This is an optimization exercise on Yosys and OpenROAD, whose aim is small area, a short achievable clock period and few clock cycles, not a production implementation.
In this exercise RTL edits were held to simulation tests only and were not proved equivalent to the original.
Power and IR drop assume default switching activity.

[design/flow/flow/run.sh]
#!/bin/bash
set -uo pipefail
export BUFFER_PORTS_ARGS="-buffer_cell sky130_fd_sc_hd__buf_1"
bash standard.sh SETUP_SLACK_MARGIN=7.5 finish > standard.log 2>&1
[design/flow/standard.sh]
#!/bin/bash
# synth_recipe.tcl (not shown) runs the flow's synth.tcl, then flattens the netlist and writes it again
# the make line also repeats each setting of config.mk as NAME=value (left out here)
make -C /OpenROAD-flow-scripts/flow DESIGN_CONFIG=/design/flow/config.mk WORK_HOME=/design/flow/orfs CLKGATE_MAP_FILE= SYNTH_SCRIPT=/design/flow/synth_recipe.tcl "${@:-finish}"
[design/flow/config.mk]
export PLATFORM = sky130hd
export DESIGN_NAME = half_dot_v_m
export DESIGN_NICKNAME = half_dot_v_m
export VERILOG_FILES = /design/flow/design.v
export SDC_FILE = /design/flow/constraint.sdc
export NUM_CORES = 8
export LEC_CHECK = 0
export CAP_MARGIN = 20
export CORE_AREA = 5 5 695 695
export DIE_AREA = 0 0 700 700
export PLACE_DENSITY = 0.8
export SLEW_MARGIN = 20
[design/flow/constraint.sdc]
create_clock -name core_clock -period 11.0 [get_ports {clk}]
set_input_delay 2.2000 -clock core_clock [delete_from_list [all_inputs] [get_ports {clk}]]
set_output_delay 2.2000 -clock core_clock [all_outputs]
set_load 0.01 [all_outputs]
[design/flow/design.v]
module hdvm_lzc12(
input [11:0] a,
output reg [3:0] c
);
integer i;
always @* begin
  c = 4'd12;
  for (i = 0; i < 12; i = i + 1)
    if (a[i]) c = 11 - i;
end
endmodule
module hdvm_tzc10(
input [9:0] a,
output reg [3:0] c
);
integer i;
always @* begin
  c = 4'd10;
  for (i = 9; i >= 0; i = i - 1)
    if (a[i]) c = i;
end
endmodule
module hdvm_add_s1(
input [15:0] a,
input [15:0] b,
output [11:0] x,
output [11:0] y,
output sticky,
output [4:0] emax,
output s,
output sub,
output near
);
wire [4:0] ea = a[14:10];
wire [4:0] eb = b[14:10];
wire az = ~|ea;
wire bz = ~|eb;
wire [10:0] ma = {1'b1, a[9:0]};
wire [10:0] mb = {1'b1, b[9:0]};
wire [5:0] dab = {1'b0, ea} - {1'b0, eb};
wire [5:0] dba = {1'b0, eb} - {1'b0, ea};
wire bgt = dab[5];
wire agt = dba[5];
wire [10:0] mbig = bgt ? mb : ma;
wire [10:0] msml = bgt ? ma : mb;
wire [4:0] d = bgt ? dba[4:0] : dab[4:0];
wire mgt = a[9:0] > b[9:0];
wire mlt = b[9:0] > a[9:0];
wire sdiff = a[15] ^ b[15];
assign s = ~sdiff ? a[15] : agt ? a[15] : bgt ? b[15] : mgt ? a[15] : mlt ? b[15] : 1'b0;
assign sub = sdiff & ~az & ~bz;
assign near = sub & (d[4:1] == 4'd0);
assign emax = (az & bz) ? 5'd0 : bgt ? eb : ea;
wire [11:0] yf = (d[4] | (d[3] & d[2])) ? 12'd1 : ({msml, 1'b0} >> d[3:0]);
wire [3:0] tza, tzb;
hdvm_tzc10 tzc_a(.a(a[9:0]), .c(tza));
hdvm_tzc10 tzc_b(.a(b[9:0]), .c(tzb));
wire [6:0] ka = {2'b0, ea} + {3'b0, tza} + 7'd2;
wire [6:0] kb = {2'b0, eb} + {3'b0, tzb} + 7'd2;
wire st_ab = (tzb != 4'd10) & ({2'b0, ea} >= kb);
wire st_ba = (tza != 4'd10) & ({2'b0, eb} >= ka);
wire stf = bgt ? st_ba : st_ab;
wire [11:0] d0ab = {1'b0, a[9:0], 1'b0} - {1'b0, b[9:0], 1'b0};
wire [11:0] d0ba = {1'b0, b[9:0], 1'b0} - {1'b0, a[9:0], 1'b0};
wire [11:0] d1ab = {ma, 1'b0} - {1'b0, mb};
wire [11:0] d1ba = {mb, 1'b0} - {1'b0, ma};
wire [11:0] d0 = mgt ? d0ab : d0ba;
wire [11:0] d1 = bgt ? d1ba : d1ab;
wire [11:0] nr = (ea == eb) ? d0 : d1;
assign x = near ? nr : (az & bz) ? 12'd0 : {mbig, 1'b0};
assign y = (near | az | bz) ? 12'd0 : yf;
assign sticky = ~near & ~az & ~bz & stf;
endmodule
module hdvm_add_s2(
input [11:0] x,
input [11:0] y,
input sticky,
input [4:0] emax,
input s,
input sub,
input near,
output [15:0] c
);
wire [12:0] r = sub ? ({1'b0, x} - {1'b0, y} - {12'd0, sticky}) : ({1'b0, x} + {1'b0, y});
reg [4:0] fexp;
reg [9:0] fman;
always @* begin
  if (~sub) begin
    if (r[12]) begin fexp = emax + 5'd1; fman = r[11:2]; end
    else begin fexp = emax; fman = r[10:1]; end
  end else begin
    if (r[11]) begin fexp = emax; fman = r[10:1]; end
    else begin fexp = emax - 5'd1; fman = r[9:0]; end
  end
end
wire [3:0] l;
hdvm_lzc12 lzc(.a(x), .c(l));
wire [11:0] xs = x << l;
wire [4:0] nexp = (x == 12'd0) ? 5'd0 : emax - {1'b0, l};
assign c = near ? {s, nexp, xs[10:1]} : {s, fexp, fman};
endmodule
module hdvm_mul_s1(
input [15:0] a,
input [15:0] b,
output [21:0] r0,
output [21:0] r1,
output [5:0] e,
output s,
output z
);
hdvm_mul_tree tree(.a(a[9:0]), .b(b[9:0]), .r0(r0), .r1(r1));
assign e = {1'b0, a[14:10]} + {1'b0, b[14:10]};
assign s = a[15] ^ b[15];
assign z = (a == 16'd0) | (b == 16'd0);
endmodule
module hdvm_mul_s2(
input [21:0] r0,
input [21:0] r1,
input [5:0] e,
input s,
input z,
output [15:0] c
);
wire [21:0] t = r0 + r1;
wire [6:0] en0 = {1'b0, e} - 7'd15;
wire [6:0] en1 = {1'b0, e} - 7'd14;
wire [15:0] c0 = (z | en0[6]) ? {s, 15'd0} : en0[5] ? {s, 15'h7fff} : {s, en0[4:0], t[19:10]};
wire [15:0] c1 = (z | en1[6]) ? {s, 15'd0} : en1[5] ? {s, 15'h7fff} : {s, en1[4:0], t[20:11]};
assign c = t[21] ? c1 : c0;
endmodule
module hdvm_mul_tree(input [9:0] a, input [9:0] b, output [21:0] r0, output [21:0] r1);
wire pp_0_0 = a[0] & b[0];
wire pp_0_1 = a[0] & b[1];
wire pp_0_2 = a[0] & b[2];
wire pp_0_3 = a[0] & b[3];
wire pp_0_4 = a[0] & b[4];
wire pp_0_5 = a[0] & b[5];
wire pp_0_6 = a[0] & b[6];
wire pp_0_7 = a[0] & b[7];
wire pp_0_8 = a[0] & b[8];
wire pp_0_9 = a[0] & b[9];
wire pp_1_0 = a[1] & b[0];
wire pp_1_1 = a[1] & b[1];
wire pp_1_2 = a[1] & b[2];
wire pp_1_3 = a[1] & b[3];
wire pp_1_4 = a[1] & b[4];
wire pp_1_5 = a[1] & b[5];
wire pp_1_6 = a[1] & b[6];
wire pp_1_7 = a[1] & b[7];
wire pp_1_8 = a[1] & b[8];
wire pp_1_9 = a[1] & b[9];
wire pp_2_0 = a[2] & b[0];
wire pp_2_1 = a[2] & b[1];
wire pp_2_2 = a[2] & b[2];
wire pp_2_3 = a[2] & b[3];
wire pp_2_4 = a[2] & b[4];
wire pp_2_5 = a[2] & b[5];
wire pp_2_6 = a[2] & b[6];
wire pp_2_7 = a[2] & b[7];
wire pp_2_8 = a[2] & b[8];
wire pp_2_9 = a[2] & b[9];
wire pp_3_0 = a[3] & b[0];
wire pp_3_1 = a[3] & b[1];
wire pp_3_2 = a[3] & b[2];
wire pp_3_3 = a[3] & b[3];
wire pp_3_4 = a[3] & b[4];
wire pp_3_5 = a[3] & b[5];
wire pp_3_6 = a[3] & b[6];
wire pp_3_7 = a[3] & b[7];
wire pp_3_8 = a[3] & b[8];
wire pp_3_9 = a[3] & b[9];
wire pp_4_0 = a[4] & b[0];
wire pp_4_1 = a[4] & b[1];
wire pp_4_2 = a[4] & b[2];
wire pp_4_3 = a[4] & b[3];
wire pp_4_4 = a[4] & b[4];
wire pp_4_5 = a[4] & b[5];
wire pp_4_6 = a[4] & b[6];
wire pp_4_7 = a[4] & b[7];
wire pp_4_8 = a[4] & b[8];
wire pp_4_9 = a[4] & b[9];
wire pp_5_0 = a[5] & b[0];
wire pp_5_1 = a[5] & b[1];
wire pp_5_2 = a[5] & b[2];
wire pp_5_3 = a[5] & b[3];
wire pp_5_4 = a[5] & b[4];
wire pp_5_5 = a[5] & b[5];
wire pp_5_6 = a[5] & b[6];
wire pp_5_7 = a[5] & b[7];
wire pp_5_8 = a[5] & b[8];
wire pp_5_9 = a[5] & b[9];
wire pp_6_0 = a[6] & b[0];
wire pp_6_1 = a[6] & b[1];
wire pp_6_2 = a[6] & b[2];
wire pp_6_3 = a[6] & b[3];
wire pp_6_4 = a[6] & b[4];
wire pp_6_5 = a[6] & b[5];
wire pp_6_6 = a[6] & b[6];
wire pp_6_7 = a[6] & b[7];
wire pp_6_8 = a[6] & b[8];
wire pp_6_9 = a[6] & b[9];
wire pp_7_0 = a[7] & b[0];
wire pp_7_1 = a[7] & b[1];
wire pp_7_2 = a[7] & b[2];
wire pp_7_3 = a[7] & b[3];
wire pp_7_4 = a[7] & b[4];
wire pp_7_5 = a[7] & b[5];
wire pp_7_6 = a[7] & b[6];
wire pp_7_7 = a[7] & b[7];
wire pp_7_8 = a[7] & b[8];
wire pp_7_9 = a[7] & b[9];
wire pp_8_0 = a[8] & b[0];
wire pp_8_1 = a[8] & b[1];
wire pp_8_2 = a[8] & b[2];
wire pp_8_3 = a[8] & b[3];
wire pp_8_4 = a[8] & b[4];
wire pp_8_5 = a[8] & b[5];
wire pp_8_6 = a[8] & b[6];
wire pp_8_7 = a[8] & b[7];
wire pp_8_8 = a[8] & b[8];
wire pp_8_9 = a[8] & b[9];
wire pp_9_0 = a[9] & b[0];
wire pp_9_1 = a[9] & b[1];
wire pp_9_2 = a[9] & b[2];
wire pp_9_3 = a[9] & b[3];
wire pp_9_4 = a[9] & b[4];
wire pp_9_5 = a[9] & b[5];
wire pp_9_6 = a[9] & b[6];
wire pp_9_7 = a[9] & b[7];
wire pp_9_8 = a[9] & b[8];
wire pp_9_9 = a[9] & b[9];
wire n1 = pp_0_9 ^ pp_1_8;
wire n2 = pp_0_9 & pp_1_8;
wire n3 = pp_1_9 ^ pp_2_8 ^ pp_3_7;
wire n4 = (pp_1_9 & pp_2_8) | (pp_1_9 & pp_3_7) | (pp_2_8 & pp_3_7);
wire n5 = pp_4_6 ^ pp_5_5;
wire n6 = pp_4_6 & pp_5_5;
wire n7 = pp_2_9 ^ pp_3_8 ^ pp_4_7;
wire n8 = (pp_2_9 & pp_3_8) | (pp_2_9 & pp_4_7) | (pp_3_8 & pp_4_7);
wire n9 = pp_5_6 ^ pp_6_5;
wire n10 = pp_5_6 & pp_6_5;
wire n11 = pp_3_9 ^ pp_4_8 ^ pp_5_7;
wire n12 = (pp_3_9 & pp_4_8) | (pp_3_9 & pp_5_7) | (pp_4_8 & pp_5_7);
wire n13 = pp_0_6 ^ pp_1_5;
wire n14 = pp_0_6 & pp_1_5;
wire n15 = pp_0_7 ^ pp_1_6 ^ pp_2_5;
wire n16 = (pp_0_7 & pp_1_6) | (pp_0_7 & pp_2_5) | (pp_1_6 & pp_2_5);
wire n17 = pp_3_4 ^ pp_4_3;
wire n18 = pp_3_4 & pp_4_3;
wire n19 = pp_0_8 ^ pp_1_7 ^ pp_2_6;
wire n20 = (pp_0_8 & pp_1_7) | (pp_0_8 & pp_2_6) | (pp_1_7 & pp_2_6);
wire n21 = pp_3_5 ^ pp_4_4 ^ pp_5_3;
wire n22 = (pp_3_5 & pp_4_4) | (pp_3_5 & pp_5_3) | (pp_4_4 & pp_5_3);
wire n23 = pp_6_2 ^ pp_7_1;
wire n24 = pp_6_2 & pp_7_1;
wire n25 = n1 ^ pp_2_7 ^ pp_3_6;
wire n26 = (n1 & pp_2_7) | (n1 & pp_3_6) | (pp_2_7 & pp_3_6);
wire n27 = pp_4_5 ^ pp_5_4 ^ pp_6_3;
wire n28 = (pp_4_5 & pp_5_4) | (pp_4_5 & pp_6_3) | (pp_5_4 & pp_6_3);
wire n29 = pp_7_2 ^ pp_8_1 ^ pp_9_0;
wire n30 = (pp_7_2 & pp_8_1) | (pp_7_2 & pp_9_0) | (pp_8_1 & pp_9_0);
wire n31 = n2 ^ n3 ^ n5;
wire n32 = (n2 & n3) | (n2 & n5) | (n3 & n5);
wire n33 = pp_6_4 ^ pp_7_3 ^ pp_8_2;
wire n34 = (pp_6_4 & pp_7_3) | (pp_6_4 & pp_8_2) | (pp_7_3 & pp_8_2);
wire n35 = pp_9_1 ^ a[0] ^ b[0];
wire n36 = (pp_9_1 & a[0]) | (pp_9_1 & b[0]) | (a[0] & b[0]);
wire n37 = n4 ^ n6 ^ n7;
wire n38 = (n4 & n6) | (n4 & n7) | (n6 & n7);
wire n39 = n9 ^ pp_7_4 ^ pp_8_3;
wire n40 = (n9 & pp_7_4) | (n9 & pp_8_3) | (pp_7_4 & pp_8_3);
wire n41 = pp_9_2 ^ a[1] ^ b[1];
wire n42 = (pp_9_2 & a[1]) | (pp_9_2 & b[1]) | (a[1] & b[1]);
wire n43 = n8 ^ n10 ^ n11;
wire n44 = (n8 & n10) | (n8 & n11) | (n10 & n11);
wire n45 = pp_6_6 ^ pp_7_5 ^ pp_8_4;
wire n46 = (pp_6_6 & pp_7_5) | (pp_6_6 & pp_8_4) | (pp_7_5 & pp_8_4);
wire n47 = pp_9_3 ^ a[2] ^ b[2];
wire n48 = (pp_9_3 & a[2]) | (pp_9_3 & b[2]) | (a[2] & b[2]);
wire n49 = n12 ^ pp_4_9 ^ pp_5_8;
wire n50 = (n12 & pp_4_9) | (n12 & pp_5_8) | (pp_4_9 & pp_5_8);
wire n51 = pp_6_7 ^ pp_7_6 ^ pp_8_5;
wire n52 = (pp_6_7 & pp_7_6) | (pp_6_7 & pp_8_5) | (pp_7_6 & pp_8_5);
wire n53 = pp_9_4 ^ a[3] ^ b[3];
wire n54 = (pp_9_4 & a[3]) | (pp_9_4 & b[3]) | (a[3] & b[3]);
wire n55 = pp_5_9 ^ pp_6_8 ^ pp_7_7;
wire n56 = (pp_5_9 & pp_6_8) | (pp_5_9 & pp_7_7) | (pp_6_8 & pp_7_7);
wire n57 = pp_8_6 ^ pp_9_5 ^ a[4];
wire n58 = (pp_8_6 & pp_9_5) | (pp_8_6 & a[4]) | (pp_9_5 & a[4]);
wire n59 = pp_6_9 ^ pp_7_8 ^ pp_8_7;
wire n60 = (pp_6_9 & pp_7_8) | (pp_6_9 & pp_8_7) | (pp_7_8 & pp_8_7);
wire n61 = pp_0_4 ^ pp_1_3;
wire n62 = pp_0_4 & pp_1_3;
wire n63 = pp_0_5 ^ pp_1_4 ^ pp_2_3;
wire n64 = (pp_0_5 & pp_1_4) | (pp_0_5 & pp_2_3) | (pp_1_4 & pp_2_3);
wire n65 = pp_3_2 ^ pp_4_1;
wire n66 = pp_3_2 & pp_4_1;
wire n67 = n13 ^ pp_2_4 ^ pp_3_3;
wire n68 = (n13 & pp_2_4) | (n13 & pp_3_3) | (pp_2_4 & pp_3_3);
wire n69 = pp_4_2 ^ pp_5_1 ^ pp_6_0;
wire n70 = (pp_4_2 & pp_5_1) | (pp_4_2 & pp_6_0) | (pp_5_1 & pp_6_0);
wire n71 = n14 ^ n15 ^ n17;
wire n72 = (n14 & n15) | (n14 & n17) | (n15 & n17);
wire n73 = pp_5_2 ^ pp_6_1 ^ pp_7_0;
wire n74 = (pp_5_2 & pp_6_1) | (pp_5_2 & pp_7_0) | (pp_6_1 & pp_7_0);
wire n75 = n16 ^ n18 ^ n19;
wire n76 = (n16 & n18) | (n16 & n19) | (n18 & n19);
wire n77 = n21 ^ n23 ^ pp_8_0;
wire n78 = (n21 & n23) | (n21 & pp_8_0) | (n23 & pp_8_0);
wire n79 = n20 ^ n22 ^ n24;
wire n80 = (n20 & n22) | (n20 & n24) | (n22 & n24);
wire n81 = n25 ^ n27 ^ n29;
wire n82 = (n25 & n27) | (n25 & n29) | (n27 & n29);
wire n83 = n26 ^ n28 ^ n30;
wire n84 = (n26 & n28) | (n26 & n30) | (n28 & n30);
wire n85 = n31 ^ n33 ^ n35;
wire n86 = (n31 & n33) | (n31 & n35) | (n33 & n35);
wire n87 = n32 ^ n34 ^ n36;
wire n88 = (n32 & n34) | (n32 & n36) | (n34 & n36);
wire n89 = n37 ^ n39 ^ n41;
wire n90 = (n37 & n39) | (n37 & n41) | (n39 & n41);
wire n91 = n38 ^ n40 ^ n42;
wire n92 = (n38 & n40) | (n38 & n42) | (n40 & n42);
wire n93 = n43 ^ n45 ^ n47;
wire n94 = (n43 & n45) | (n43 & n47) | (n45 & n47);
wire n95 = n44 ^ n46 ^ n48;
wire n96 = (n44 & n46) | (n44 & n48) | (n46 & n48);
wire n97 = n49 ^ n51 ^ n53;
wire n98 = (n49 & n51) | (n49 & n53) | (n51 & n53);
wire n99 = n50 ^ n52 ^ n54;
wire n100 = (n50 & n52) | (n50 & n54) | (n52 & n54);
wire n101 = n55 ^ n57 ^ b[4];
wire n102 = (n55 & n57) | (n55 & b[4]) | (n57 & b[4]);
wire n103 = n56 ^ n58 ^ n59;
wire n104 = (n56 & n58) | (n56 & n59) | (n58 & n59);
wire n105 = pp_9_6 ^ a[5] ^ b[5];
wire n106 = (pp_9_6 & a[5]) | (pp_9_6 & b[5]) | (a[5] & b[5]);
wire n107 = n60 ^ pp_7_9 ^ pp_8_8;
wire n108 = (n60 & pp_7_9) | (n60 & pp_8_8) | (pp_7_9 & pp_8_8);
wire n109 = pp_9_7 ^ a[6] ^ b[6];
wire n110 = (pp_9_7 & a[6]) | (pp_9_7 & b[6]) | (a[6] & b[6]);
wire n111 = pp_8_9 ^ pp_9_8 ^ a[7];
wire n112 = (pp_8_9 & pp_9_8) | (pp_8_9 & a[7]) | (pp_9_8 & a[7]);
wire n113 = pp_0_3 ^ pp_1_2;
wire n114 = pp_0_3 & pp_1_2;
wire n115 = n61 ^ pp_2_2 ^ pp_3_1;
wire n116 = (n61 & pp_2_2) | (n61 & pp_3_1) | (pp_2_2 & pp_3_1);
wire n117 = n62 ^ n63 ^ n65;
wire n118 = (n62 & n63) | (n62 & n65) | (n63 & n65);
wire n119 = n64 ^ n66 ^ n67;
wire n120 = (n64 & n66) | (n64 & n67) | (n66 & n67);
wire n121 = n68 ^ n70 ^ n71;
wire n122 = (n68 & n70) | (n68 & n71) | (n70 & n71);
wire n123 = n72 ^ n74 ^ n75;
wire n124 = (n72 & n74) | (n72 & n75) | (n74 & n75);
wire n125 = n76 ^ n78 ^ n79;
wire n126 = (n76 & n78) | (n76 & n79) | (n78 & n79);
wire n127 = n80 ^ n82 ^ n83;
wire n128 = (n80 & n82) | (n80 & n83) | (n82 & n83);
wire n129 = n84 ^ n86 ^ n87;
wire n130 = (n84 & n86) | (n84 & n87) | (n86 & n87);
wire n131 = n88 ^ n90 ^ n91;
wire n132 = (n88 & n90) | (n88 & n91) | (n90 & n91);
wire n133 = n92 ^ n94 ^ n95;
wire n134 = (n92 & n94) | (n92 & n95) | (n94 & n95);
wire n135 = n96 ^ n98 ^ n99;
wire n136 = (n96 & n98) | (n96 & n99) | (n98 & n99);
wire n137 = n100 ^ n102 ^ n103;
wire n138 = (n100 & n102) | (n100 & n103) | (n102 & n103);
wire n139 = n104 ^ n106 ^ n107;
wire n140 = (n104 & n106) | (n104 & n107) | (n106 & n107);
wire n141 = n108 ^ n110 ^ n111;
wire n142 = (n108 & n110) | (n108 & n111) | (n110 & n111);
wire n143 = n112 ^ pp_9_9 ^ a[8];
wire n144 = (n112 & pp_9_9) | (n112 & a[8]) | (pp_9_9 & a[8]);
wire n145 = pp_0_2 ^ pp_1_1;
wire n146 = pp_0_2 & pp_1_1;
wire n147 = n113 ^ pp_2_1 ^ pp_3_0;
wire n148 = (n113 & pp_2_1) | (n113 & pp_3_0) | (pp_2_1 & pp_3_0);
wire n149 = n114 ^ n115 ^ pp_4_0;
wire n150 = (n114 & n115) | (n114 & pp_4_0) | (n115 & pp_4_0);
wire n151 = n116 ^ n117 ^ pp_5_0;
wire n152 = (n116 & n117) | (n116 & pp_5_0) | (n117 & pp_5_0);
wire n153 = n118 ^ n119 ^ n69;
wire n154 = (n118 & n119) | (n118 & n69) | (n119 & n69);
wire n155 = n120 ^ n121 ^ n73;
wire n156 = (n120 & n121) | (n120 & n73) | (n121 & n73);
wire n157 = n122 ^ n123 ^ n77;
wire n158 = (n122 & n123) | (n122 & n77) | (n123 & n77);
wire n159 = n124 ^ n125 ^ n81;
wire n160 = (n124 & n125) | (n124 & n81) | (n125 & n81);
wire n161 = n126 ^ n127 ^ n85;
wire n162 = (n126 & n127) | (n126 & n85) | (n127 & n85);
wire n163 = n128 ^ n129 ^ n89;
wire n164 = (n128 & n129) | (n128 & n89) | (n129 & n89);
wire n165 = n130 ^ n131 ^ n93;
wire n166 = (n130 & n131) | (n130 & n93) | (n131 & n93);
wire n167 = n132 ^ n133 ^ n97;
wire n168 = (n132 & n133) | (n132 & n97) | (n133 & n97);
wire n169 = n134 ^ n135 ^ n101;
wire n170 = (n134 & n135) | (n134 & n101) | (n135 & n101);
wire n171 = n136 ^ n137 ^ n105;
wire n172 = (n136 & n137) | (n136 & n105) | (n137 & n105);
wire n173 = n138 ^ n139 ^ n109;
wire n174 = (n138 & n139) | (n138 & n109) | (n139 & n109);
wire n175 = n140 ^ n141 ^ b[7];
wire n176 = (n140 & n141) | (n140 & b[7]) | (n141 & b[7]);
wire n177 = n142 ^ n143 ^ b[8];
wire n178 = (n142 & n143) | (n142 & b[8]) | (n143 & b[8]);
wire n179 = n144 ^ a[9] ^ b[9];
wire n180 = (n144 & a[9]) | (n144 & b[9]) | (a[9] & b[9]);
assign r0 = {1'b0, n180, n178, n176, n174, n172, n170, n168, n166, n164, n162, n160, n158, n156, n154, n152, n150, n148, n146, n145, pp_0_1, pp_0_0};
assign r1 = {1'b0, 1'b1, n179, n177, n175, n173, n171, n169, n167, n165, n163, n161, n159, n157, n155, n153, n151, n149, n147, pp_2_0, pp_1_0, 1'b0};
endmodule
module hdvm_mac(
input clk,
input [15:0] v,
input [15:0] m,
input clear,
input wr0,
input wr1,
output reg [15:0] out0,
output reg [15:0] out1
);
wire [21:0] q0, q1;
wire [5:0] qe;
wire qs, qz;
hdvm_mul_s1 mul1(.a(v), .b(m), .r0(q0), .r1(q1), .e(qe), .s(qs), .z(qz));
reg [21:0] m_r0, m_r1;
reg [5:0] m_e;
reg m_s, m_z;
always @(posedge clk) begin
  m_r0 <= q0;
  m_r1 <= q1;
  m_e <= qe;
  m_s <= qs;
  m_z <= qz;
end
wire [15:0] prod;
hdvm_mul_s2 mul2(.r0(m_r0), .r1(m_r1), .e(m_e), .s(m_s), .z(m_z), .c(prod));
reg [15:0] p;
always @(posedge clk)
  p <= prod;
reg [15:0] acc_q;
wire [11:0] ax, ay;
wire [4:0] aemax;
wire asticky, as, asub, anear;
hdvm_add_s1 add1(.a(acc_q), .b(p), .x(ax), .y(ay), .sticky(asticky), .emax(aemax),
                 .s(as), .sub(asub), .near(anear));
reg [11:0] a_x, a_y;
reg [4:0] a_emax;
reg a_sticky, a_s, a_sub, a_near;
always @(posedge clk) begin
  a_x <= ax;
  a_y <= ay;
  a_emax <= aemax;
  a_sticky <= asticky;
  a_s <= as;
  a_sub <= asub;
  a_near <= anear;
end
wire [15:0] sum;
hdvm_add_s2 add2(.x(a_x), .y(a_y), .sticky(a_sticky), .emax(a_emax), .s(a_s),
                 .sub(a_sub), .near(a_near), .c(sum));
always @(posedge clk) begin
  acc_q <= clear ? 16'd0 : sum;
  if (wr0)
    out0 <= sum;
  if (wr1)
    out1 <= sum;
end
endmodule
module hdvm_select #(
parameter N = 10
)(
input [N-1:0] sel,
input [16*N-1:0] d,
output reg [15:0] q
);
integer k;
always @* begin
  q = 16'd0;
  for (k = 0; k < N; k = k + 1)
    q = q | (d[16*k +: 16] & {16{sel[k]}});
end
endmodule
module half_dot_v_m(
input rstn,
input clk,
input start,
input [159:0] vector,
input [1599:0] matrix,
output done,
output [159:0] vector_out
);
reg [19:0] sel;
always @(posedge clk)
  if (!rstn)
    sel <= 20'd1;
  else if (start)
    sel <= 20'd2;
  else if (!sel[0])
    sel <= {sel[18:0], sel[19]};
wire fetch = start | ~sel[0];
wire [9:0] row_sel;
wire col_sel = |(sel & 20'haaaaa);
genvar i, j;
generate
  for (i = 0; i < 10; i = i + 1) begin : rows
    assign row_sel[i] = sel[2*i] | sel[2*i+1];
  end
endgenerate
wire [15:0] v_mux;
wire [15:0] m_mux [0:4];
hdvm_select #(.N(10)) vsel(.sel(row_sel), .d(vector), .q(v_mux));
generate
  for (j = 0; j < 5; j = j + 1) begin : msel
    wire [319:0] d;
    for (i = 0; i < 20; i = i + 1) begin : e
      assign d[16*i +: 16] = matrix[16*(10*(i/2) + 2*j + (i%2)) +: 16];
    end
    hdvm_select #(.N(20)) s(.sel(sel), .d(d), .q(m_mux[j]));
  end
endgenerate
reg [15:0] op_v;
reg [15:0] op_m [0:4];
integer u;
always @(posedge clk) begin
  op_v <= v_mux;
  for (u = 0; u < 5; u = u + 1)
    op_m[u] <= m_mux[u];
end
reg [3:0] tag_op, tag_m, tag_p, tag_a;
always @(posedge clk)
  if (!rstn) begin
    tag_op <= 4'd0;
    tag_m <= 4'd0;
    tag_p <= 4'd0;
    tag_a <= 4'd0;
  end else begin
    tag_op <= {fetch, row_sel[0], row_sel[9], col_sel};
    tag_m <= tag_op;
    tag_p <= tag_m;
    tag_a <= tag_p;
  end
wire clear = tag_m[2];
wire wr0 = tag_a[3] & tag_a[1] & ~tag_a[0];
wire wr1 = tag_a[3] & tag_a[1] & tag_a[0];
reg done_q;
always @(posedge clk)
  if (!rstn | start)
    done_q <= 1'b0;
  else if (wr1)
    done_q <= 1'b1;
assign done = done_q;
genvar g;
generate
  for (g = 0; g < 5; g = g + 1) begin : unit
    hdvm_mac mac(
      .clk(clk),
      .v(op_v),
      .m(op_m[g]),
      .clear(clear),
      .wr0(wr0),
      .wr1(wr1),
      .out0(vector_out[32*g +: 16]),
      .out1(vector_out[32*g+16 +: 16])
    );
  end
endgenerate
endmodule
==> parameters.txt, run 1 <==
Parameter                              Value

Power
  Leak Pwr ... 0.04095 uW
  Relative contribution of the clock network to total power ... 11.1%
  Switching power total ... 18,550 uW
  Cell internal power dissipation ... 17,470 uW
  Combinational group share of total power ... 71.7%
  Register share of total power ... 17.2%
  Sw Share ... 51.50%
  Maximum vdd ir drop ... 0.0002309 V
  Power per cell area ... 343.8 nW/um^2

Detailed routing
  Via count ... 90,162
  Number of vias per cell after detailed routing ... 4.953
  Final wirelength ... 744.8 mm
  Pre-antenna DRT Iters ... 6
  Number of design rule violations left after detail routing ... 0
  Per-cell routed wire length ... 40.91 um
  Iteration-0 DRC count of the detailed router ... 11,617
  Final ANT Viol Nets ... 0

Placement
  Post-detail-place hpwl ... 636.7 mm
  Placed cell area ... 94,130 sq um
  Weighted congestion at the end of routability-driven global placement ... 1.122
  Cell Count Post-Placement ... 16,983
  Port Buffers ... 1,923

Min path
  Class of the most critical hold timing path ... reg -> reg

Yosys
  Most common cell in the synthesized netlist ... inv_1
  Main synth FF type ... dfxtp_1
  Avg Cell Area, Syn ... 8.694 sq um
  Biggest area contributors in the synthesized netlist ... dfxtp_1, ha_1, fa_1, edfxtp_1, inv_1
  Area share of the leading cell type in the synthesized netlist ... 17.41%
  Register bit total from synthesis ... 851
  Combined area of all synthesized cells ... 79,450 sq um
  Library cell occupying the most area in the post-synthesis netlist ... dfxtp_1
  Fraction of registers with async set/reset ... 0%
  Count of flip-flops with a built-in enable after synthesis ... 160
  Library cells used by synthesis ... 106
  Seq/Total Area, Yosys ... 23.46%
  Synth Instances ... 9,139
  Post-synth top cells ... inv_1, ha_1, dfxtp_1, nor2_1, a21oi_1
  Post-synthesis net count ... 12,112
  Synth Warn # ... 9

Clock network
  Clock transition at the registers of the reported paths ... 0.08 ns
  Number of buffers between clock root and the deepest sink ... 4
  Number of buffers created by CTS ... 112
  TritonCTS clock tree ... done
  Hold buffers post-CTS ... 0
  CTS sink count ... 851
  CTS root buffer ... clkbuf_16
  Level count of the clock H-tree ... 3
  Later-pin clock latency in the skew report ... 0.90 ns

Die
  Area enclosed by the die boundary ... 490,000 sq um
  Top-level I/O count ... 1,924
  Overall die width ... 700 um
  Placeable core region ... 474,500 sq um
  Standard-cell row count ... 253
  Floorplan die height ... 700 um
  Initial Util ... 16.74%

Critical path
  Peak fanout along the critical path ... 1
  Endpoint type of the worst setup path ... output port
  Cell-by-cell listing of the critical path ... clkbuf_2
  Largest delay share family, worst path ... flip-flops
  Classification of the worst setup path ... reg -> out
  Endpoint arrival time on the critical path ... 1.58 ns
  CP bufs+invs ... 1
  Kind of start point of the critical path ... register
  Worst stage delay on the critical path ... 0.48 ns
  Worst endpoint required time ... 8.80 ns
  Cell with the largest stage delay on the worst path ... edfxtp_1

STA
  Slew Limit Fails ... 0
  Post-Route Skew ... 0.07709 ns
  RSZ-0062 raised after global routing ... true
  Final setup violating endpoints ... 0
  Min Hold Slack ... 0.3267 ns
  Final hold vios ... 0
  TNS Setup ... 0 ns
  Headroom to the max-slew limit ... 23.78%
  Post-route fraction of the period consumed by the critical path ... 34.36%
  Tightest Pin Transition ... 1.143 ns
  Upper clock frequency limit ... 0.2646 GHz
  Fin crit period ... 3.779 ns

Global route
  Number of antenna violations at the first check in global routing ... 690
  Number of global-route vias before repair ... 82,835
  Total Routing Usage GR ... 28.80%
  Wire length of the first global-routing pass ... 912.8 mm
  Total grt overflow ... 0
  Largest net degree at the start of global routing ... 60

Cells and area
  Layout-stage area growth over the synthesis result ... 31.89%
  Layout Nets ... 13,999
  Final standard cell area without fillers ... 104,800 sq um
  Fill cell count ... 52,283
  Multi-input gate area in the final layout ... 57,500 sq um
  Final non-filler cell total ... 18,205
  Sequential cell area ... 19,020 sq um
  Fraction of final layout cells sized beyond drive strength 1 ... 12.21%

Flow run
  Max Cap Viol ... 0

Status
  Status ... timing/DRC/antenna clean
==> per-layer routing <==
metal | share of wire [%] | global-route usage [%] | up-vias | wire length [um]
li1 | - | - | 37572 | -
met1 | 36 | 31.75 | 43847 | 266100
met2 | 41 | 41.30 | 6361 | 303400
met3 | 15 | 16.56 | 2028 | 108400
met4 | 8.6 | 20.29 | 354 | 64200
met5 | 0.35 | 0.2816 | - | 2615
==> path summary, 6_finish.rpt <==
path,from,end,slack (ns),depth (start not counted)
max,unit[3].mac.out1[5],vector_out[117],7.22,1
max reg2reg,op_m[1][7],unit[1].mac.m_r1[11],7.44,9
min reg2reg,unit[3].mac.m_s,unit[3].mac.p[15],0.33,0
min,unit[3].mac.m_s,unit[3].mac.p[15],0.33,0
==> power groups by stage <==
stage | Sequential [uW] | Clock (uW) | Combinational (uW)
after floorplan | 5280 | 0 | 16500
after global placement | 6030 | 0 | 22000
after detailed placement | 6050 | 0 | 22300
after CTS | 6040 | 4080 | 23700
after global routing | 6280 | 4180 | 28100
final | 6210 | 3990 | 25800
==> cell type report <==
cell class | count | area share, %
repair buffers | 2266 | 10.30
flip-flops and latches | 851 | 18.15
inverters | 961 | 3.491
diodes | 840 | 2.006
clock buffers | 141 | 2.967
clock inverters | 65 | 0.7379
well taps | 6247 | 7.459
multi-input cells | 6833 | 54.88
repair inverters | 1 | 0.004776
==> placed cells by master (no fill, tap or decap), types with 51 or more instances in the layout <==
cell type     n
nand2b_1     87
nand4_1     133
inv_2        52
a21oi_1     458
and3_1      120
a31oi_1      59
nand2_1     466
fa_1        437
nor3_1      131
dfxtp_2      90
dfxtp_4      72
o211ai_1     86
inv_1       890
a21o_1      126
o21ai_0     279
a211oi_1     65
clkbuf_16   122
a22oi_1     211
buf_4       268
o22ai_1      76
nand3_1     107
clkbuf_2    131
and2_1      383
edfxtp_1    160
nor2b_1     164
nor2_1      567
xor2_1      138
a221oi_1    348
buf_1      1783
mux2i_1     230
nor4_1       51
ha_1        705
a22o_1      338
dfxtp_1     529
diode_2     840
xnor2_1     223
==> logic make-up after synthesis <==
family                   after synthesis  synth area share, %
AO/OA/AOI/OAI                       2567                22.96
AND/OR/NAND/NOR                     2398                15.31
buffers and inverters               1458                6.946
adder cells (fa/ha/maj)             1212                23.47
flip-flops                           851                23.46
XOR/XNOR                             367                4.069
multiplexers                         286                3.776
==> metrics by stage <==
stage	utilization [%]	setup WS [ns]	power, uW
after floorplan	-	7.431	21740
after global placement	19.83	6.483	28070
after global routing	21.91	7.173	38540
after CTS	21.12	7.121	33830
final	22.08	7.221	36030
after detailed placement	19.84	6.462	28390
==> repair_timing <==
item | in CTS | in global routing
gates resized for setup | 342 | 591
endpoints found under the setup margin | 586 | 577
gates cloned | 15 | 11
hold endpoints to repair | 0 | 0
pin swaps | 44 | 139
buffers inserted | 71 | 75
==> registers in the layout (all words and copies together), names as in the netlist, 16 cells and up <==
| name | count |
|---|---|
| sel | 20 |
| op_v | 16 |
| op_m | 80 |
| unit.mac.m_r1 | 95 |
| unit.mac.m_e | 30 |
| unit.mac.p | 80 |
| unit.mac.out0 | 80 |
| unit.mac.out1 | 80 |
| unit.mac.a_x | 60 |
| unit.mac.a_emax | 25 |
| unit.mac.acc_q | 80 |
| unit.mac.m_r0 | 100 |
| unit.mac.a_y | 60 |
Testbench counts, summed over its fixed seeds: cycles 43,200.
==> run 2: changes to the inputs <==
--- a/design/flow/config.mk
+++ b/design/flow/config.mk
@@ -6,7 +6,6 @@
 export NUM_CORES = 8
 export LEC_CHECK = 0
 export CAP_MARGIN = 20
-export CORE_AREA = 5 5 695 695
+export CORE_AREA = 100 100 600 600
 export DIE_AREA = 0 0 700 700
-export PLACE_DENSITY = 0.8
 export SLEW_MARGIN = 20
==> run 2 against run 1 <==
  * Sequential share of layout area rose by 0.66 points
  * Critical path depth did not move
  * Synthesized cell count did not move
  * Combinational power fell by 2%
  * Worst hold slack improved by 0.0078 ns
  * Wire length rose by 7.2%
  * Sequential power fell by 0.6%
  * Maximum frequency rose by 3.6%
  * Clock power fell by 11%
  * Worst setup slack improved by 0.13 ns
  * Area after synthesis did not move
==> parameters.txt, run 2 <==
Parameter                              Value

Status
  Status ... timing/DRC/antenna clean

Global route
  Number of antenna violations at the first check in global routing ... 1,355 (+96%)
  Top Usage Layer GRT ... met2
  Routing usage on met3 ... 18.76% (+2.2 points)
  Largest net degree at the start of global routing ... 57 (-5.0%)
  Wire length of the first global-routing pass ... 964.5 mm (+5.7%)
  Met2 Resource Use GR ... 43.80% (+2.5 points)
  Total Routing Usage GR ... 28.35% (-0.45 points)
  Met1 track utilization from global routing ... 27.98% (-3.8 points)
  Total grt overflow ... 0 (unchanged)
  Number of global-route vias before repair ... 80,274 (-3.1%)

STA
  Worst-case setup margin in the final layout ... 7.351 ns (+0.1301 ns)
  Headroom to the max-slew limit ... 8.597% (-15 points)
  Final setup violating endpoints ... 0 (unchanged)
  Post-Route Skew ... 0.04945 ns (-0.02764 ns)
  Tightest Pin Transition ... 1.371 ns (+0.2277 ns)
  Slew Limit Fails ... 0 (unchanged)
  Post-route fraction of the period consumed by the critical path ... 33.17% (-1.2 points)
  RSZ-0062 raised after global routing ... true
  Fin crit period ... 3.649 ns (-0.1301 ns)
  TNS Setup ... 0 ns (unchanged)
  Final hold vios ... 0 (unchanged)
  Upper clock frequency limit ... 0.2740 GHz (+3.6%)

Critical path
  CP bufs+invs ... 1 (unchanged)
  Kind of start point of the critical path ... register
  Endpoint type of the worst setup path ... output port
  Cell-by-cell listing of the critical path ... buf_6
  Cell with the largest stage delay on the worst path ... edfxtp_1
  Worst endpoint required time ... 8.80 ns (about the same)
  Endpoint arrival time on the critical path ... 1.45 ns (-0.13 ns)
  Largest delay share family, worst path ... flip-flops
  Classification of the worst setup path ... reg -> out
  Worst stage delay on the critical path ... 0.49 ns (about the same)
  Peak fanout along the critical path ... 1 (unchanged)

Placement
  Placed cell area ... 89,990 sq um (-4.4%)
  Post-detail-place hpwl ... 700.0 mm (+9.9%)
  Pre-CTS WS ... 6.307 ns (-0.1551 ns)
  Weighted congestion at the end of routability-driven global placement ... 1.044 (-7.0%)
  Port Buffers ... 1,923 (unchanged)

Yosys
  Combined area of all synthesized cells ... 79,450 sq um (unchanged)
  Post-synthesis net count ... 12,112 (unchanged)
  Biggest area contributors in the synthesized netlist ... dfxtp_1, ha_1, fa_1, edfxtp_1, inv_1
  Count of flip-flops with a built-in enable after synthesis ... 160 (unchanged)
  Synth Warn # ... 9 (unchanged)
  Post-synth top cells ... inv_1, ha_1, dfxtp_1, nor2_1, a21oi_1
  Area share of the leading cell type in the synthesized netlist ... 17.41% (unchanged)
  Avg Cell Area, Syn ... 8.694 sq um (unchanged)
  Register bit total from synthesis ... 851 (unchanged)
  Fraction of registers with async set/reset ... 0% (unchanged)
  Main synth FF type ... dfxtp_1
  Seq/Total Area, Yosys ... 23.46% (unchanged)
  Most common cell in the synthesized netlist ... inv_1
  Synth Instances ... 9,139 (unchanged)
  Library cells used by synthesis ... 106 (unchanged)
  Library cell occupying the most area in the post-synthesis netlist ... dfxtp_1

Cells and area
  Multi-input gate area in the final layout ... 57,200 sq um (-0.52%)
  Biggest register ... unit.mac.m_r0
  Max reg flops ... 100 (unchanged)
  Fill cell count ... 26,155 (-50%)
  Final standard cell area without fillers ... 101,000 sq um (-3.6%)
  Fraction of final layout cells sized beyond drive strength 1 ... 10.91% (-1.3 points)
  Largest regs ... unit.mac.m_r0: 100 flops, unit.mac.m_r1: 95 flops
  Most common library cell in the layout ignoring fill and taps ... buf_1
  Layout Nets ... 13,898 (-0.72%)
  Leading cell types in the layout, fill and taps excluded ... buf_1, inv_1, ha_1
  Layout-stage area growth over the synthesis result ... 27.18%
  Sequential cell area ... 19,010 sq um (about the same)

Detailed routing
  Pre-antenna DRT Iters ... 6 (unchanged)
  Final wirelength ... 798.3 mm (+7.2%)
  Iteration-0 DRC count of the detailed router ... 12,760 (+9.8%)
  Number of design rule violations left after detail routing ... 0 (unchanged)
  Via count ... 91,843 (+1.9%)
  Number of vias per cell after detailed routing ... 5.981 (+21%)
  Final ANT Viol Nets ... 0 (unchanged)
  Per-cell routed wire length ... 51.98 um (+27%)

Clock network
  CTS root buffer ... clkbuf_16
  CTS sink count ... 851 (unchanged)
  Level count of the clock H-tree ... 3 (unchanged)
  Later-pin clock latency in the skew report ... 0.78 ns (-0.12 ns)
  Number of buffers created by CTS ... 100 (-11%)
  Number of buffers between clock root and the deepest sink ... 3 (-1)
  TritonCTS clock tree ... done
  Clock transition at the registers of the reported paths ... 0.06 ns (-0.02 ns)
  Hold buffers post-CTS ... 0 (unchanged)

Die
  Standard-cell row count ... 183 (-28%)
  Floorplan die height ... 700 um (unchanged)
  Initial Util ... 31.95% (+15 points)
  Placeable core region ... 248,700 sq um (-48%)
  Top-level I/O count ... 1,924 (unchanged)
  Overall die width ... 700 um (unchanged)
  Area enclosed by the die boundary ... 490,000 sq um (unchanged)

Min path
  Class of the most critical hold timing path ... reg -> reg

Power
  Leak Pwr ... 0.04063 uW (-0.78%)
  Maximum vdd ir drop ... 0.0002208 V (-4.4%)
  Power per cell area ... 345.1 nW/um^2 (+0.36%)

Flow run
  Max Cap Viol ... 0 (unchanged)
## run 2: path summary, 6_finish.rpt
| check | from | slack (ns) | end | cells after the start |
|---|---|---|---|---|
| setup / recovery | unit[3].mac.out0[6] | 7.35 | vector_out[102] | 1 |
| hold / removal | unit[4].mac.m_s | 0.33 | unit[4].mac.p[15] | 0 |
| setup reg to reg | unit[2].mac.a_sticky | 7.47 | unit[2].mac.acc_q[13] | 13 |
| hold reg to reg | unit[4].mac.m_s | 0.33 | unit[4].mac.p[15] | 0 |
## run 2: layout make-up
cell class | count | share of cell area (%)
diodes | 1014 | 2.511
clock buffers | 132 | 2.875
clock inverters | 58 | 0.5981
inverters | 961 | 3.613
multi-input cells | 6833 | 56.61
flip-flops and latches | 851 | 18.81
well taps | 3330 | 4.123
repair buffers | 2178 | 10.85
## run 2: timing repair
action                                  CTS  global route
cloned                                   15            10
setup buffers                            43            72
gates resized for setup                 769           387
pin swaps                                27            95
endpoints found under the setup margin  582           515
## run 2: metal layers
layer	share of wire (%)	up-vias
li1	-	37568
met1	33	43608
met2	44	7209
met3	16	2772
met4	7.0	686
met5	0.56	-
## run 2: worst register-to-register path, stage by stage, from the launching register on
cell       delay [ns]
dfxtp_2          0.32
inv_2            0.04
fa_1             0.60
ha_2             0.22
o21ai_4          0.07
a31oi_4          0.23
o32ai_4          0.13
o211ai_1         0.33
o211ai_4         0.18
or2_4            0.28
or4_4            0.52
o2111ai_4        0.13
o311ai_4         0.16
nor2b_1          0.17
## run 2: report_power, final
part / switching, uW / total [uW] / internal (uW)
Combinational: 14800 / 25200 / 10300
Clock: 1590 / 3550 / 1950
Sequential: 1550 / 6170 / 4610
## run 2: cell families (layout without fill, tap and decap cells)
| group | after synthesis | in the layout | synth area share [%] |
|---|---|---|---|
| adders and majority gates | 1212 | 1212 | 23.47 |
| AOI/OAI and AO/OA | 2567 | 2568 | 22.96 |
| other | 0 | 1014 | 0 |
| and+or+nand+nor | 2398 | 2400 | 15.31 |
| buffers and inverters | 1458 | 3329 | 6.946 |
| xor gates and xnor gates | 367 | 367 | 4.069 |
| muxes | 286 | 286 | 3.776 |
| DFF | 851 | 851 | 23.46 |
## run 2: through the flow
| step | power [uW] | instances | hold slack [ns] | util (%) |
|---|---|---|---|---|
| floorplan | 21740 | 9139 | 0.3096 | - |
| global placement | 28170 | 14011 | 0.3132 | 36.19 |
| detailed placement | 28130 | 14011 | 0.3128 | 36.19 |
| CTS | 32970 | 14259 | 0.3358 | 38.74 |
| global route | 37380 | 14890 | 0.3400 | 40.16 |
| finish | 34870 | 15357 | 0.3344 | 40.63 |
==> run 3: changes to the inputs <==
--- a/design/flow/config.mk
+++ b/design/flow/config.mk
@@ -6,6 +6,6 @@
 export NUM_CORES = 8
 export LEC_CHECK = 0
 export CAP_MARGIN = 20
-export CORE_AREA = 100 100 600 600
-export DIE_AREA = 0 0 700 700
+export CORE_AREA = 5 5 1105 215
+export DIE_AREA = 0 0 1110 220
 export SLEW_MARGIN = 20
==> run 3 against run 2 <==
  * Now fails the layout checks on capacitance limit, slew limit
  * Area after synthesis unchanged
  * Worst hold slack worse by 0.00077 ns
  * Non-clock buffer count up 173
==> parameters.txt, run 3 <==
Parameter                              Value

Yosys
  Library cells used by synthesis ... 106 (unchanged)
  Fraction of registers with async set/reset ... 0% (unchanged)
  Largest family of logic cells by synthesized area ... adder cells
  Library cell occupying the most area in the post-synthesis netlist ... dfxtp_1
  Multiplexer share of the synthesized area ... 3.776% (unchanged)
  Register bit total from synthesis ... 851 (unchanged)
  Seq/Total Area, Yosys ... 23.46% (unchanged)
  Post-synthesis compound-gate area fraction ... 22.96% (unchanged)
  Count of flip-flops with a built-in enable after synthesis ... 160 (unchanged)
  Post-synthesis net count ... 12,112 (unchanged)
  Post-synth top cells ... inv_1, ha_1, dfxtp_1, nor2_1, a21oi_1
  Area share of xor/xnor cells in the synthesized design ... 4.069% (unchanged)
  Synth Warn # ... 9 (unchanged)
  Adder and majority cell fraction of the synthesized area ... 23.47% (unchanged)
  Fraction of the mapped netlist area in simple logic gates ... 15.31% (unchanged)
  Combined area of all synthesized cells ... 79,450 sq um (unchanged)
  Most common cell in the synthesized netlist ... inv_1
  Avg Cell Area, Syn ... 8.694 sq um (unchanged)
  Area share of the leading cell type in the synthesized netlist ... 17.41% (unchanged)
  Main synth FF type ... dfxtp_1
  Synth Instances ... 9,139 (unchanged)
  Biggest area contributors in the synthesized netlist ... dfxtp_1, ha_1, fa_1, edfxtp_1, inv_1

STA
  Worst-case setup margin in the final layout ... 7.040 ns (-0.3107 ns)
  RSZ-0062 raised after global routing ... true
  Headroom to the max-slew limit ... -21.33% (-30 points)
  Final hold vios ... 0 (unchanged)
  Slew Limit Fails ... 48 (+48)
  Post-route fraction of the period consumed by the critical path ... 36.00% (+2.8 points)
  Fin crit period ... 3.960 ns (+0.3107 ns)
  Tightest Pin Transition ... 1.820 ns (+0.4489 ns)
  Post-Route Skew ... 0.1135 ns (+0.06407 ns)
  Upper clock frequency limit ... 0.2525 GHz (-7.8%)
  TNS Setup ... 0 ns (unchanged)
  Final setup violating endpoints ... 0 (unchanged)

Clock network
  TritonCTS clock tree ... done
  Clock transition at the registers of the reported paths ... 0.09 ns (+0.03 ns)
  Hold buffers post-CTS ... 0 (unchanged)
  Number of buffers between clock root and the deepest sink ... 4 (+1)
  Level count of the clock H-tree ... 3 (unchanged)
  Later-pin clock latency in the skew report ... 0.93 ns (+0.15 ns)
  CTS root buffer ... clkbuf_16
  CTS sink count ... 851 (unchanged)
  Number of buffers created by CTS ... 77 (-23%)

Cells and area
  Layout-stage area growth over the synthesis result ... 27.84%
  Fraction of final layout cells sized beyond drive strength 1 ... 13.59% (+2.7 points)
  Most common library cell in the layout ignoring fill and taps ... buf_1
  Biggest register ... unit.mac.m_r0
  Layout Nets ... 14,049 (+1.1%)
  Max reg flops ... 100 (unchanged)
  Largest regs ... unit.mac.m_r0: 100 flops, unit.mac.m_r1: 95 flops
  Leading cell types in the layout, fill and taps excluded ... buf_1, inv_1, ha_1

Critical path
  Worst stage delay on the critical path ... 0.69 ns (+0.20 ns)
  CP bufs+invs ... 2 (+1)
  Peak fanout along the critical path ... 8 (+7)
  Endpoint type of the worst setup path ... register
  Largest delay share family, worst path ... simple AND/OR/NAND/NOR gates
  Cell with the largest stage delay on the worst path ... buf_1
  Kind of start point of the critical path ... input port
  Worst endpoint required time ... 11.70 ns (+2.90 ns)
  Cell-by-cell listing of the critical path ... buf_1 -> a221oi_1 -> buf_4 -> and3_1 -> nand4_1
  Endpoint arrival time on the critical path ... 4.66 ns (+3.21 ns)
  Classification of the worst setup path ... in -> reg

Die
  Initial Util ... 34.49% (+2.5 points)
  Top-level I/O count ... 1,924 (unchanged)
  Area enclosed by the die boundary ... 244,200 sq um (-50%)
  Standard-cell row count ... 77 (-58%)
  Overall die width ... 1.110 mm (+59%)
  Placeable core region ... 230,400 sq um (-7.4%)
  Floorplan die height ... 220 um (-69%)

Detailed routing
  Iteration-0 DRC count of the detailed router ... 21,162 (+66%)
  Per-cell routed wire length ... 48.74 um (-6.2%)
  Pre-antenna DRT Iters ... 17 (+11)
  Via count ... 103,060 (+12%)
  Number of vias per cell after detailed routing ... 6.816 (+14%)
  Number of design rule violations left after detail routing ... 0 (unchanged)
  Final ANT Viol Nets ... 0 (unchanged)
  Final wirelength ... 737.0 mm (-7.7%)

Placement
  Pre-CTS WS ... 6.590 ns (+0.2827 ns)
  Weighted congestion at the end of routability-driven global placement ... 1.327 (+27%)
  Post-detail-place hpwl ... 596.4 mm (-15%)
  Port Buffers ... 1,923 (unchanged)

Global route
  Total grt overflow ... 0 (unchanged)
  Number of global-route vias before repair ... 86,467 (+7.7%)
  Largest net degree at the start of global routing ... 65 (+14%)
  Total Routing Usage GR ... 56.14% (+28 points)
  Number of antenna violations at the first check in global routing ... 439 (-68%)
  Wire length of the first global-routing pass ... 896.4 mm (-7.1%)

Power
  Leak Pwr ... 0.04106 uW (+1.1%)
  Maximum vdd ir drop ... 0.0003668 V (+66%)
  Power per cell area ... 388.1 nW/um^2 (+12%)

Status
  Causes of the layout check failure ... capacitance limit, slew limit
  Status ... finished with violations

Flow run
  Max Cap Viol ... 7 (+7)

Min path
  Class of the most critical hold timing path ... reg -> reg
-- run 3: changes by cell type in the layout (fill, tap and decap cells not counted), sizes merged, moves of 2 or more --
| cell | delta |
|---|---|
| diode | -148 |
| buf | +82 |
| clkbuf | +55 |
| inv | -12 |
| clkinv | -3 |
| bufbuf | -2 |
| bufinv | +2 |
| clkinvlp | -2 |
-- run 3: metal layers --
metal,track usage [%],vias to the layer above,routed length [um]
li1,-,37690,-
met1,72.54,50935,304800
met2,62.17,11763,234300
met3,49.78,2448,160000
met4,13.19,224,29050
met5,39.94,-,8922
-- run 3: path summary, 6_finish.rpt --
check / start / endpoint / slack [ns] / depth (start not counted)
min: unit[4].mac.m_s / unit[4].mac.p[15] / 0.33 / 0
max reg2reg: sel[7] / op_v[0] / 7.15 / 5
min reg2reg: unit[4].mac.m_s / unit[4].mac.p[15] / 0.33 / 0
max: matrix[724] / op_m[2][4] / 7.04 / 5
-- run 3: repair_timing --
action                     CTS  global route
setup buffers               78           139
setup endpoints to repair  622           563
gates cloned                11            12
pin swaps                   55           168
resized for setup          623           591
-- run 3: logic make-up after synthesis --
logic type                 Yosys count
buffers and inverters             1458
DFF                                851
muxes                              286
xor gates and xnor gates           367
adders and majority gates         1212
and+or+nand+nor                   2398
AOI/OAI and AO/OA                 2567
-- run 3: area by class of cell --
type	instances	area (sq um)
antenna	866	2167
multi-input combinational	6834	58400
clock inverter	43	426.7
sequential	851	19090
fill	21748	128800
tap	3120	3904
inverter	961	3671
timing repair buffer	2351	11780
clock buffer	94	2136
-- run 3: power by group --
part           total (uW)  internal, uW  switching [uW]
registers            6380          4630            1750
logic               29800         11500           18300
clock network        3230          1510            1720
-- run 3: through the flow --
| stage | instances | hold slack (ns) | area, sq um | utilization [%] | power, uW |
|---|---|---|---|---|---|
| after floorplan | 9139 | 0.3096 | 79460 | - | 21740 |
| after global placement | 13860 | 0.3155 | 90230 | 39.17 | 28880 |
| after detailed placement | 13872 | 0.3121 | 90380 | 39.24 | 29780 |
| after CTS | 14098 | 0.3204 | 95900 | 41.63 | 34760 |
| after global routing | 14951 | 0.3370 | 101100 | 43.91 | 40910 |
| final | 15120 | 0.3337 | 101600 | 44.09 | 39420 |
==> run 4: changes to the inputs <==
--- a/design/flow/config.mk
+++ b/design/flow/config.mk
@@ -6,6 +6,6 @@
 export NUM_CORES = 8
 export LEC_CHECK = 0
 export CAP_MARGIN = 20
-export CORE_AREA = 5 5 1105 215
-export DIE_AREA = 0 0 1110 220
+export CORE_AREA = 5 5 695 695
+export DIE_AREA = 0 0 700 700
 export SLEW_MARGIN = 20
==> run 4 against run 3 <==
  * Combinational power fell by 14%
  * Now clean on timing, DRC and antenna
  * Total power decreased by 9.6%
  * Final cell count rose by 21%
  * Worst setup slack better by 0.19 ns
  * Largest cell class unchanged
  * Clock-buffer cell count grew 43
  * Critical path type is now reg -> out
  * Critical endpoint is now vector_out[118]
  * Utilization down 22 points
==> parameters.txt, run 4 <==
Parameter                              Value

Status
  Status ... timing/DRC/antenna clean

STA
  Slew Limit Fails ... 0 (-100%)
  RSZ-0062 raised after global routing ... true
  Tightest Pin Transition ... 1.413 ns (-0.4071 ns)
  Upper clock frequency limit ... 0.2655 GHz (+5.1%)
  Final setup violating endpoints ... 0 (unchanged)
  TNS Setup ... 0 ns (unchanged)
  Fin crit period ... 3.767 ns (-0.1928 ns)
  Post-route fraction of the period consumed by the critical path ... 34.25% (-1.8 points)
  Final hold vios ... 0 (unchanged)
  Post-Route Skew ... 0.08416 ns (-0.02937 ns)
  Headroom to the max-slew limit ... 5.809% (+27 points)

Clock network
  Hold buffers post-CTS ... 0 (unchanged)
  Number of buffers created by CTS ... 114 (+48%)
  CTS sink count ... 851 (unchanged)
  Later-pin clock latency in the skew report ... 0.91 ns (-0.02 ns)
  Level count of the clock H-tree ... 3 (unchanged)
  Number of buffers between clock root and the deepest sink ... 4 (unchanged)
  TritonCTS clock tree ... done
  Clock transition at the registers of the reported paths ... 0.08 ns (about the same)
  CTS root buffer ... clkbuf_16

Cells and area
  Leading cell types in the layout, fill and taps excluded ... buf_1, inv_1, ha_1
  Biggest register ... unit.mac.m_r0
  Most common library cell in the layout ignoring fill and taps ... buf_1
  Largest regs ... unit.mac.m_r0: 100 flops, unit.mac.m_r1: 95 flops
  Fraction of final layout cells sized beyond drive strength 1 ... 12.23% (-1.4 points)
  Layout Nets ... 14,009 (-0.28%)
  Max reg flops ... 100 (unchanged)
  Share of the core filled with cells in the final layout ... 22.12% (-22 points)
  Final standard cell area without fillers ... 105,000 sq um (+3.4%)
  Layout-stage area growth over the synthesis result ... 32.13%

Global route
  Wire length of the first global-routing pass ... 915.3 mm (+2.1%)
  Largest net degree at the start of global routing ... 62 (-4.6%)
  Total Routing Usage GR ... 28.93% (-27 points)
  Number of global-route vias before repair ... 81,304 (-6.0%)
  Total grt overflow ... 0 (unchanged)
  Number of antenna violations at the first check in global routing ... 672 (+53%)

Flow run
  Max Cap Viol ... 0 (-7)

Yosys
  Combined area of all synthesized cells ... 79,450 sq um (unchanged)
  Fraction of registers with async set/reset ... 0% (unchanged)
  Library cells used by synthesis ... 106 (unchanged)
  Avg Cell Area, Syn ... 8.694 sq um (unchanged)
  Most common cell in the synthesized netlist ... inv_1
  Library cell occupying the most area in the post-synthesis netlist ... dfxtp_1
  Post-synthesis net count ... 12,112 (unchanged)
  Main synth FF type ... dfxtp_1
  Post-synth top cells ... inv_1, ha_1, dfxtp_1, nor2_1, a21oi_1
  Seq/Total Area, Yosys ... 23.46% (unchanged)
  Area share of the leading cell type in the synthesized netlist ... 17.41% (unchanged)
  Synth Instances ... 9,139 (unchanged)
  Biggest area contributors in the synthesized netlist ... dfxtp_1, ha_1, fa_1, edfxtp_1, inv_1
  Count of flip-flops with a built-in enable after synthesis ... 160 (unchanged)
  Synth Warn # ... 9 (unchanged)
  Register bit total from synthesis ... 851 (unchanged)

Die
  Top-level I/O count ... 1,924 (unchanged)
  Area enclosed by the die boundary ... 490,000 sq um (+100%)
  Floorplan die height ... 700 um (+220%)
  Placeable core region ... 474,500 sq um (+110%)
  Standard-cell row count ... 253 (+230%)
  Initial Util ... 16.74% (-18 points)
  Overall die width ... 700 um (-37%)

Critical path
  Startpoint of the worst-slack reg-to-reg timing path ... unit[2].mac.a_sticky
  Total number of cells along the worst setup path ... 1 (-4)
  Start point of the critical path ... unit[3].mac.out1[6]
  Endpoint type of the worst setup path ... output port
  Destination of the critical timing path ... vector_out[118]
  Cell-by-cell listing of the critical path ... buf_1
  Cell with the largest stage delay on the worst path ... edfxtp_1
  CP bufs+invs ... 1 (-1)
  Kind of start point of the critical path ... register
  Endpoint arrival time on the critical path ... 1.57 ns (-3.09 ns)
  Worst stage delay on the critical path ... 0.49 ns (-0.20 ns)
  Worst endpoint required time ... 8.80 ns (-2.90 ns)
  Classification of the worst setup path ... reg -> out
  Crit Reg-Reg Endpoint ... unit[2].mac.acc_q[13]
  Peak fanout along the critical path ... 1 (-7)
  Largest delay share family, worst path ... flip-flops
  Cells on worst reg2reg path ... 14 (+9)
  Setup slack, reg-to-reg ... 7.49 ns (+0.34 ns)

Power
  Power per cell area ... 339.6 nW/um^2 (-12%)
  Leak Pwr ... 0.04098 uW (-0.20%)
  Maximum vdd ir drop ... 0.0002196 V (-40%)
  Overall power after layout ... 35,650 uW (-9.6%)

Placement
  Post-detail-place hpwl ... 641.7 mm (+7.6%)
  Weighted congestion at the end of routability-driven global placement ... 1.074 (-19%)
  Port Buffers ... 1,923 (unchanged)
  Placed cell area ... 94,050 sq um (+4.1%)

Min path
  Class of the most critical hold timing path ... reg -> reg

Detailed routing
  Per-cell routed wire length ... 40.96 um (-16%)
  Iteration-0 DRC count of the detailed router ... 10,123 (-52%)
  Number of design rule violations left after detail routing ... 0 (unchanged)
  Pre-antenna DRT Iters ... 7 (-10)
  Number of vias per cell after detailed routing ... 4.860 (-29%)
  Final ANT Viol Nets ... 0 (unchanged)
  Final wirelength ... 748.8 mm (+1.6%)
  Via count ... 88,838 (-14%)
==> run 4: cell count changes in the layout (fill, tap and decap cells not counted), sizes merged <==
cell / previous run / this run
clkinvlp: 15 / 21
clkbuf: 196 / 274
clkinv: 26 / 28
bufinv: 4 / 10
diode: 866 / 909
a21oi: 507 / 509
o31a: 12 / 11
and4: 6 / 5
nor3: 144 / 145
inv: 959 / 970
bufbuf: 7 / 8
buf: 2242 / 2127
==> run 4: how the worst min path moves through the flow <==
stage                     from  cells after the start                end
2_1_floorplan  unit[0].mac.m_s                      0  unit[0].mac.p[15]
4_1_cts        unit[3].mac.m_s                      0  unit[3].mac.p[15]
3_5_place_dp   unit[1].mac.m_s                      0  unit[1].mac.p[15]
5_1_grt        unit[3].mac.m_s                      0  unit[3].mac.p[15]
3_3_place_gp   unit[0].mac.m_s                      0  unit[0].mac.p[15]
6_report       unit[3].mac.m_s                      0  unit[3].mac.p[15]
==> run 4: kinds of logic (layout without fill, tap and decap cells) <==
group	after synthesis	count (layout)	synth area share [%]
buffers and inverters	1458	3438	6.946
XOR/XNOR	367	367	4.069
AND/OR/NAND/NOR	2398	2401	15.31
multiplexers	286	286	3.776
flip-flops	851	851	23.46
adder cells (fa/ha/maj)	1212	1212	23.47
other	0	909	0
AO/OA/AOI/OAI	2567	2569	22.96
==> run 4: layout make-up <==
type,count,area [sq um]
multi-input combinational,6835,57550
antenna,909,2275
sequential,851,19010
timing repair buffer,2272,10800
tap,6247,7816
timing repair inverter,1,6.256
clock buffer,137,3103
inverter,961,3645
fill,52754,369500
clock inverter,67,765.7
==> run 4: timing repair <==
item	in CTS	in global routing
pin swaps	51	132
endpoints found under the setup margin	617	545
cloned	15	10
buffers inserted	70	103
gates resized for setup	363	568
==> run 4: through the flow <==
| stage | setup WS [ns] | instances | hold slack, ns |
|---|---|---|---|
| floorplan | 7.431 | 9139 | 0.3096 |
| global placement | 6.331 | 16968 | 0.3105 |
| detailed placement | 6.361 | 16969 | 0.3153 |
| CTS | 7.148 | 17258 | 0.2810 |
| global route | 7.197 | 17925 | 0.2731 |
| finish | 7.233 | 18280 | 0.2677 |
==> run 4: per-layer routing <==
layer  wire length, um  GRT usage, %  up-vias  part of all wire, %
met5              1968      0.009709        -                 0.26
met4             51140         18.21      306                  6.8
met3             93730         14.01     1554                   13
met2            315000         42.21     5550                   42
met1            287000         33.77    43784                   38
li1                  -             -    37644                    -
==> run 4: where the power goes <==
part	switching, uW	internal, uW	total (uW)
logic	14900	10500	25500
clock network	1710	2260	3970
registers	1580	4620	6200

-- static timing again, ports no longer ideal --
How much do the figures lean on ideal ports? The routed layouts below were timed once more, with nothing changed but the port constraints. Step 1, drivers: a clkbuf_16 drives clk and a buf_2 each remaining input, both assumed. Step 2, shift: input delay + t, output delay - t, t = (earliest + latest rising clock arrival at the registers) / 2. This alone moves slack from input paths to output paths. a / b / c = no drivers / after step 1 / after step 2; a / b = the first two.
run	t, ns	setup WS [ns]	worst hold slack (ns)	slew violations
run 1	0.954	7.221 / 7.136 / 6.591	0.327 / 0.327 / 0.327	0 / 0
run 2	0.865	7.351 / 7.247 / 6.754	0.334 / 0.334 / 0.334	0 / 0
run 3	0.990	7.040 / 6.951 / 6.092	0.334 / 0.334 / 0.334	48 / 50
run 4	0.955	7.233 / 7.146 / 6.405	0.268 / 0.268 / 0.268	0 / 0
With drivers on, slew violations rise in run 3. The setup slack of run 3, which loses most, moves by -0.089 ns with the drivers and by -0.948 ns with both steps.
